From an optimization exercise on the open Yosys and OpenROAD flow, aimed at small area, a short achievable clock period and few clock cycles per item; shortcuts taken in it are not production practice.
RTL that was checked went through simulation tests only; none was proved equivalent to the original.
Power and IR drop assume default switching activity.

Design alu, start of the top module:
module alu #(
    parameter INST_W = 4,
    parameter INT_W  = 6,
    parameter FRAC_W = 10,
    parameter DATA_W = INT_W + FRAC_W
)(
    input                      i_clk,
    input                      i_rst_n,
    input                      i_in_valid,
    output                     o_busy,
    input         [INST_W-1:0] i_inst,
    input  signed [DATA_W-1:0] i_data_a,
    input  signed [DATA_W-1:0] i_data_b,
    output                     o_out_valid,
    output        [DATA_W-1:0] o_data
);
Size in the first run: ~2500 cells after synthesis.
==> flow/config.mk <==
export PLATFORM = sky130hd
export DESIGN_NAME = alu
export DESIGN_NICKNAME = alu
export VERILOG_FILES = /design/flow/design.v
export SDC_FILE = /design/flow/constraint.sdc
export NUM_CORES = 4
export LEC_CHECK = 0
export CAP_MARGIN = 20
export CORE_MARGIN = 2
export CORE_UTILIZATION = 40
export SLEW_MARGIN = 20
export TNS_END_PERCENT = 10
export BUFFER_PORTS_ARGS = -buffer_cell sky130_fd_sc_hd__buf_2
export CTS_ARGS = -sink_clustering_enable -repair_clock_nets -dont_use_dummy_load -sink_clustering_size 22 -sink_clustering_max_diameter 120
export SETUP_SLACK_MARGIN = 6.2
==> flow/constraint.sdc <==
create_clock -name core_clock -period 10.0 [get_ports {i_clk}]
set_input_delay 2.0000 -clock core_clock [delete_from_list [all_inputs] [get_ports {i_clk}]]
set_output_delay 2.0000 -clock core_clock [all_outputs]
set_load 0.01 [all_outputs]
standard.sh (not shown) runs the stock make flow with config.mk's settings and CLKGATE_MAP_FILE= SYNTH_SCRIPT=/design/flow/synth_recipe.tcl, a recipe that flattens the netlist after the stock synthesis.
==> flow/flow/run.sh <==
#!/bin/bash
cd "$(dirname "$0")/.."
cat >> config.mk <<'EOC'
export TNS_END_PERCENT = 10
export BUFFER_PORTS_ARGS = -buffer_cell sky130_fd_sc_hd__buf_2
export CTS_ARGS = -sink_clustering_enable -repair_clock_nets -dont_use_dummy_load -sink_clustering_size 22 -sink_clustering_max_diameter 120
EOC
cp config.mk config_cts.mk
echo "export SETUP_SLACK_MARGIN = 6.55" >> config.mk
bash standard.sh cts > standard_cts.log 2>&1
cp config_cts.mk config.mk
echo "export SETUP_SLACK_MARGIN = 6.2" >> config.mk
bash standard.sh finish > standard.log 2>&1
Next try:
--- a/flow/design.v
+++ b/flow/design.v
@@ -10,83 +10,79 @@
     output                     o_busy,
     input         [INST_W-1:0] i_inst,
     input  signed [DATA_W-1:0] i_data_a,
     input  signed [DATA_W-1:0] i_data_b,
     output                     o_out_valid,
     output        [DATA_W-1:0] o_data
 );
 integer i;
-reg        ready_q;    
+reg        busy_q;
 reg        v1;
 reg [3:0]  inst1;
 reg [15:0] a1, b1;
 reg [15:0] asel1;      
-reg [15:0] aen1;       
-reg [15:0] accw;       
 reg [7:0]  enc_one, enc_two, enc_neg;
 reg [1:0]  icode;      
 wire sp_c1 = (i_data_a[15:11] == 5'b00000);             
 wire sp_c5 = !i_data_a[15] && !sp_c1;                   
 wire sp_c2 = (i_data_a[15:10] == 6'b111111);            
 wire sp_c3 = (i_data_a[15:10] == 6'b111110);            
 wire sp_c4 = (i_data_a[15:10] == 6'b111101);            
 wire [15:0] sp_k = sp_c1 ? 16'd10922 :
                    sp_c2 ? 16'd5461  :
                    sp_c3 ? 16'd3641  :
                    sp_c4 ? 16'd1820  :
                    sp_c5 ? 16'd16384 : 16'd0;
 wire        in_sp = (i_inst == 4'd4);
-wire [16:0] bx_in = {i_data_b, 1'b0};
-wire [16:0] bx_sp = {sp_k, 1'b0};
-wire        take = i_in_valid && ready_q;
-assign o_busy = !ready_q;
+wire [15:0] op_b = in_sp ? sp_k : i_data_b;
+wire [16:0] op_bx = {op_b, 1'b0};
+wire        take = i_in_valid && !busy_q;
+assign o_busy = busy_q;
 always @(posedge i_clk or negedge i_rst_n) begin
     if (!i_rst_n) begin
-        ready_q <= 1'b0;
+        busy_q <= 1'b1;
         v1     <= 1'b0;
     end else begin
-        ready_q <= 1'b1;
+        busy_q <= 1'b0;
         v1     <= take;
     end
 end
 always @(posedge i_clk) begin
     inst1 <= i_inst;
     a1    <= i_data_a;
-    b1    <= i_data_b;
-    for (i = 0; i < 16; i = i + 1) begin
+    b1    <= op_b;
+    for (i = 0; i < 16; i = i + 1)
         asel1[i] <= take && (i_inst == 4'd3) && (i_data_a[3:0] == i);
-        aen1[i]  <= take && (i_inst == 4'd3) && (i_data_a[3:0] == i) && (accw[i] || asel1[i]);
-    end
     icode <= !in_sp ? 2'd0 : (sp_c1 || sp_c2) ? 2'd1 : sp_c3 ? 2'd2 : sp_c4 ? 2'd3 : 2'd0;
     for (i = 0; i < 8; i = i + 1) begin
-        enc_one[i] <= in_sp ? (bx_sp[2*i+1] ^ bx_sp[2*i]) : (bx_in[2*i+1] ^ bx_in[2*i]);
-        enc_two[i] <= in_sp ? ((bx_sp[2*i+2] & ~bx_sp[2*i+1] & ~bx_sp[2*i]) | (~bx_sp[2*i+2] & bx_sp[2*i+1] & bx_sp[2*i]))
-                            : ((bx_in[2*i+2] & ~bx_in[2*i+1] & ~bx_in[2*i]) | (~bx_in[2*i+2] & bx_in[2*i+1] & bx_in[2*i]));
-        enc_neg[i] <= in_sp ? bx_sp[2*i+2] : bx_in[2*i+2];
+        enc_one[i] <= op_bx[2*i+1] ^ op_bx[2*i];
+        enc_two[i] <= (op_bx[2*i+2] & ~op_bx[2*i+1] & ~op_bx[2*i]) | (~op_bx[2*i+2] & op_bx[2*i+1] & op_bx[2*i]);
+        enc_neg[i] <= op_bx[2*i+2];
     end
 end
 reg        v2;
 reg [1:0]  kind2;      
 reg [15:0] x2;         
 reg [23:0] m0, m1;     
 reg        mc;         
 reg [15:0] asel2;
 reg [9:0]  hi_rd2;     
 reg        ac2;        
 reg [5:0]  bh2;        
 reg [9:0]  acc_lo [0:15];
 reg [9:0]  acc_hi [0:15];
+reg [15:0] accw;
 reg [9:0]  lo_cur, hi_arr;
 always @(*) begin
     lo_cur = 10'd0;
     hi_arr = 10'd0;
     for (i = 0; i < 16; i = i + 1) begin
-        lo_cur = lo_cur | ({10{aen1[i]}} & acc_lo[i]);
-        hi_arr = hi_arr | ({10{aen1[i]}} & acc_hi[i]);
+        lo_cur = lo_cur | ({10{asel1[i] & accw[i]}} & acc_lo[i]);
+        hi_arr = hi_arr | ({10{asel1[i] & accw[i]}} & acc_hi[i]);
     end
 end
 wire       hi_fwd = |(asel1 & asel2);
 wire [9:0] hi_sum;
 wire [9:0] hi_cur = hi_fwd ? hi_sum : hi_arr;
 wire [10:0] lo_sum = {1'b0, lo_cur} + {1'b0, b1[9:0]};
 always @(posedge i_clk) begin
     for (i = 0; i < 16; i = i + 1)
Outcome: Setup slack improves by 0.19 ns; power falls by 2.8%; fmax rises by 5.4%; sequential share of layout area falls by 1.0 points; hold slack degrades by 0.024 ns; utilization rises by 1.2 points; clock-buffer cell count falls by 2; synthesized cell count falls by 3.8%; area after synthesis falls by 3.2%; global-route usage rises by 1.2 points; critical path depth stays the same; cell area falls by 0.98%; clock skew rises by 0.0072 ns.
Testbench counts after the change, summed over its fixed seeds: cycles 3,224, items 3,200.
Only the layout flow was run in the first run of this note; the RTL was not checked for function there.

RTL: one of the versions met above, not the one the previous note started from.
Size: roughly 2400 cells after synthesis, about 520 flip-flops.
export LEC_CHECK = 0
export CAP_MARGIN = 20
export CORE_MARGIN = 2
export CORE_UTILIZATION = 40
export SLEW_MARGIN = 20
export TNS_END_PERCENT = 10
export BUFFER_PORTS_ARGS = -buffer_cell sky130_fd_sc_hd__buf_2
export CTS_ARGS = -sink_clustering_enable -repair_clock_nets -dont_use_dummy_load -sink_clustering_size 22 -sink_clustering_max_diameter 120
export SETUP_SLACK_MARGIN = 6.3
create_clock -name core_clock -period 10.0 [get_ports {i_clk}]
==> flow/flow/run.sh <==
#!/bin/bash
cd "$(dirname "$0")/.."
cat >> config.mk <<'EOC'
export TNS_END_PERCENT = 10
export BUFFER_PORTS_ARGS = -buffer_cell sky130_fd_sc_hd__buf_2
export CTS_ARGS = -sink_clustering_enable -repair_clock_nets -dont_use_dummy_load -sink_clustering_size 22 -sink_clustering_max_diameter 120
EOC
cp config.mk config_cts.mk
echo "export SETUP_SLACK_MARGIN = 7" >> config.mk
bash standard.sh cts > standard_cts.log 2>&1
cp config_cts.mk config.mk
echo "export SETUP_SLACK_MARGIN = 6.3" >> config.mk
bash standard.sh finish > standard.log 2>&1
Testbench counts at the start, summed over its fixed seeds: cycles 3,224, items 3,200.
Then changed:
--- a/flow/design.v
+++ b/flow/design.v
@@ -14,17 +14,19 @@
     output                     o_out_valid,
     output        [DATA_W-1:0] o_data
 );
 integer i;
 reg        busy_q;
 reg        v1;
-reg [3:0]  inst1;
 reg [15:0] a1, b1;
 reg [15:0] asel1;      
 reg [7:0]  enc_one, enc_two, enc_neg;
 reg [1:0]  icode;      
+reg [1:0]  kind1;      
+reg        sub1, rot1;                       
+reg        op_as1, op_xor1, op_sh1, op_clz1;  
 wire sp_c1 = (i_data_a[15:11] == 5'b00000);             
 wire sp_c5 = !i_data_a[15] && !sp_c1;                   
 wire sp_c2 = (i_data_a[15:10] == 6'b111111);            
 wire sp_c3 = (i_data_a[15:10] == 6'b111110);            
 wire sp_c4 = (i_data_a[15:10] == 6'b111101);            
 wire [15:0] sp_k = sp_c1 ? 16'd10922 :
@@ -44,17 +46,23 @@
     end else begin
         busy_q <= 1'b0;
         v1     <= take;
     end
 end
 always @(posedge i_clk) begin
-    inst1 <= i_inst;
     a1    <= i_data_a;
     b1    <= op_b;
     for (i = 0; i < 16; i = i + 1)
         asel1[i] <= take && (i_inst == 4'd3) && (i_data_a[3:0] == i);
+    kind1   <= (i_inst == 4'd3) ? 2'd1 : (i_inst == 4'd2) ? 2'd2 : in_sp ? 2'd3 : 2'd0;
+    sub1    <= (i_inst == 4'd1);
+    rot1    <= (i_inst == 4'd7);
+    op_as1  <= (i_inst == 4'd0) || (i_inst == 4'd1);
+    op_xor1 <= (i_inst == 4'd5);
+    op_sh1  <= (i_inst == 4'd6) || (i_inst == 4'd7);
+    op_clz1 <= (i_inst == 4'd8);
     icode <= !in_sp ? 2'd0 : (sp_c1 || sp_c2) ? 2'd1 : sp_c3 ? 2'd2 : sp_c4 ? 2'd3 : 2'd0;
     for (i = 0; i < 8; i = i + 1) begin
         enc_one[i] <= op_bx[2*i+1] ^ op_bx[2*i];
         enc_two[i] <= (op_bx[2*i+2] & ~op_bx[2*i+1] & ~op_bx[2*i]) | (~op_bx[2*i+2] & op_bx[2*i+1] & op_bx[2*i]);
         enc_neg[i] <= op_bx[2*i+2];
     end
@@ -89,15 +97,13 @@
         if (asel1[i]) acc_lo[i] <= lo_sum[9:0];
 end
 always @(posedge i_clk or negedge i_rst_n) begin
     if (!i_rst_n) accw <= 16'd0;
     else          accw <= accw | asel1;
 end
-wire is_mul = (inst1 == 4'd2);
-wire is_sp  = (inst1 == 4'd4);
-wire is_acc = (inst1 == 4'd3);
+wire is_acc = (kind1 == 2'd1);
 wire bo0 = enc_one[0];
 wire bt0 = enc_two[0];
 wire bn0 = enc_neg[0];
 wire pp0_0 = ((bo0 & a1[0]) | (bt0 & 1'b0)) ^ bn0;
 wire pp0_1 = ((bo0 & a1[1]) | (bt0 & a1[0])) ^ bn0;
 wire pp0_2 = ((bo0 & a1[2]) | (bt0 & a1[1])) ^ bn0;
@@ -502,17 +508,17 @@
 wire fc99 = (pp6_16 & pp7_14) | (pp6_16 & hc12) | (pp7_14 & hc12);
 wire hs15 = 1'b1 ^ pp7_15;
 wire hc15 = 1'b1 & pp7_15;
 wire [31:0] mr0 = {1'b1, pp7_16, fc99, fc98, fc97, fc96, fc95, fc94, fc93, fc92, fc91, fc90, fc89, fc88, fc87, fc86, fc85, fc84, fc83, fc82, fc81, fc80, fc79, fc78, fc77, fc76, fc75, hc14, hc13, pp1_0, pp0_1, bn0};
 wire [31:0] mr1 = {1'b0, hc15, hs15, fs99, fs98, fs97, fs96, fs95, fs94, fs93, fs92, fs91, fs90, fs89, fs88, fs87, fs86, fs85, fs84, fs83, fs82, fs81, fs80, fs79, fs78, fs77, fs76, fs75, hs14, hs13, 1'b0, pp0_0};
 wire [8:0] mlow = {1'b0, mr0[7:0]} + {1'b0, mr1[7:0]};
-wire        sub  = inst1[0];
+wire        sub  = sub1;
 wire [15:0] bx   = b1 ^ {16{sub}};
 wire [16:0] as   = {a1[15], a1} + {bx[15], bx} + {16'd0, sub};
 wire [15:0] as_s = (as[16] == as[15]) ? as[15:0] : as[16] ? 16'h8000 : 16'h7fff;
-wire        is_rot = inst1[0];
+wire        is_rot = rot1;
 wire [3:0]  sh   = is_rot ? (4'd0 - b1[3:0]) : b1[3:0];
 wire [15:0] rr   = ({a1, a1} >> sh);
 reg  [15:0] therm;                        
 always @(*) begin
     for (i = 0; i < 16; i = i + 1)
         therm[i] = (b1[3:0] > i);
@@ -535,28 +541,24 @@
 reg [15:0] rmatch;
 always @(*) begin
     rmatch = 16'd0;
     for (i = 0; i < 13; i = i + 1)
         rmatch[i] = (a1[i +: 4] == {b1[15-i], b1[14-i], b1[13-i], b1[12-i]});
 end
-reg [15:0] simple;
-always @(*) begin
-    case (inst1)
-        4'd0, 4'd1: simple = as_s;
-        4'd5:       simple = a1 ^ b1;
-        4'd6, 4'd7: simple = shf;
-        4'd8:       simple = {11'd0, clz};
-        default:    simple = rmatch;
-    endcase
-end
+wire op_rm1 = !(op_as1 || op_xor1 || op_sh1 || op_clz1);
+wire [15:0] simple = ({16{op_as1}}  & as_s) |
+                     ({16{op_xor1}} & (a1 ^ b1)) |
+                     ({16{op_sh1}}  & shf) |
+                     ({16{op_clz1}} & {11'd0, clz}) |
+                     ({16{op_rm1}}  & rmatch);
 always @(posedge i_clk or negedge i_rst_n) begin
     if (!i_rst_n) v2 <= 1'b0;
     else          v2 <= v1;
 end
 always @(posedge i_clk) begin
-    kind2 <= is_acc ? 2'd1 : is_mul ? 2'd2 : is_sp ? 2'd3 : 2'd0;
+    kind2 <= kind1;
     x2    <= is_acc ? {6'd0, lo_sum[9:0]} : simple;
     m0    <= mr0[31:8];
     m1    <= mr1[31:8];
     mc    <= mlow[8];
     asel2 <= asel1;
     hi_rd2 <= hi_cur;
- The new run completed with no timing, DRC or antenna violations
- hold slack improves by 11 ps
- area after synthesis is higher by 1.6%
- cell count is higher by 2.0%
- wire length is higher by 0.84%
- setup slack improves by 52 ps
- fmax is higher by 1.5%
- total power is higher by 0.34%
- non-clock buffer count is higher by 12
Only the layout flow was run in the second run of this note; the RTL was not checked for function there.

## re-timing with driven ports
In the flow no input, the clock included, has a driving cell. The finished layouts below were timed again as built, in two steps.
Step 1 sets driving cells, clkbuf_16 on the clock port and buf_2 on the other inputs (assumed; they add their load-dependent delay and slew).
Step 2 moves the port delays by t, midway between the first and last clock arrival at a register: inputs arrive t later, outputs are due t later. That takes back most of the time a late clock gives input paths.
Three values: ideal ports, drivers, drivers and shift; two values: the first two.
| run | t, ns | slack for setup (ns) | hold WS [ns] | latest minus earliest clock arrival (ns) | pins driven straight from the clock port |
|---|---|---|---|---|---|
| the first run of note 1 | 0.662 | 6.269 / 6.269 / 6.269 | 0.367 / 0.367 / 0.367 | 0.093 / 0.093 | 1 |
| the second run of note 1 | 0.654 | 6.459 / 6.459 / 5.883 | 0.342 / 0.342 / 0.342 | 0.092 / 0.092 | 1 |
| the first run of note 2 | 0.653 | 6.508 / 6.508 / 5.918 | 0.350 / 0.350 / 0.350 | 0.035 / 0.035 | 1 |
| the second run of note 2 | 0.654 | 6.560 / 6.560 / 6.016 | 0.360 / 0.360 / 0.360 | 0.076 / 0.076 | 1 |
After both steps setup and hold are still met in every run listed. The setup slack of the first run of note 2, which loses most, moves by 0.000 ns with the drivers and by -0.590 ns with both steps.
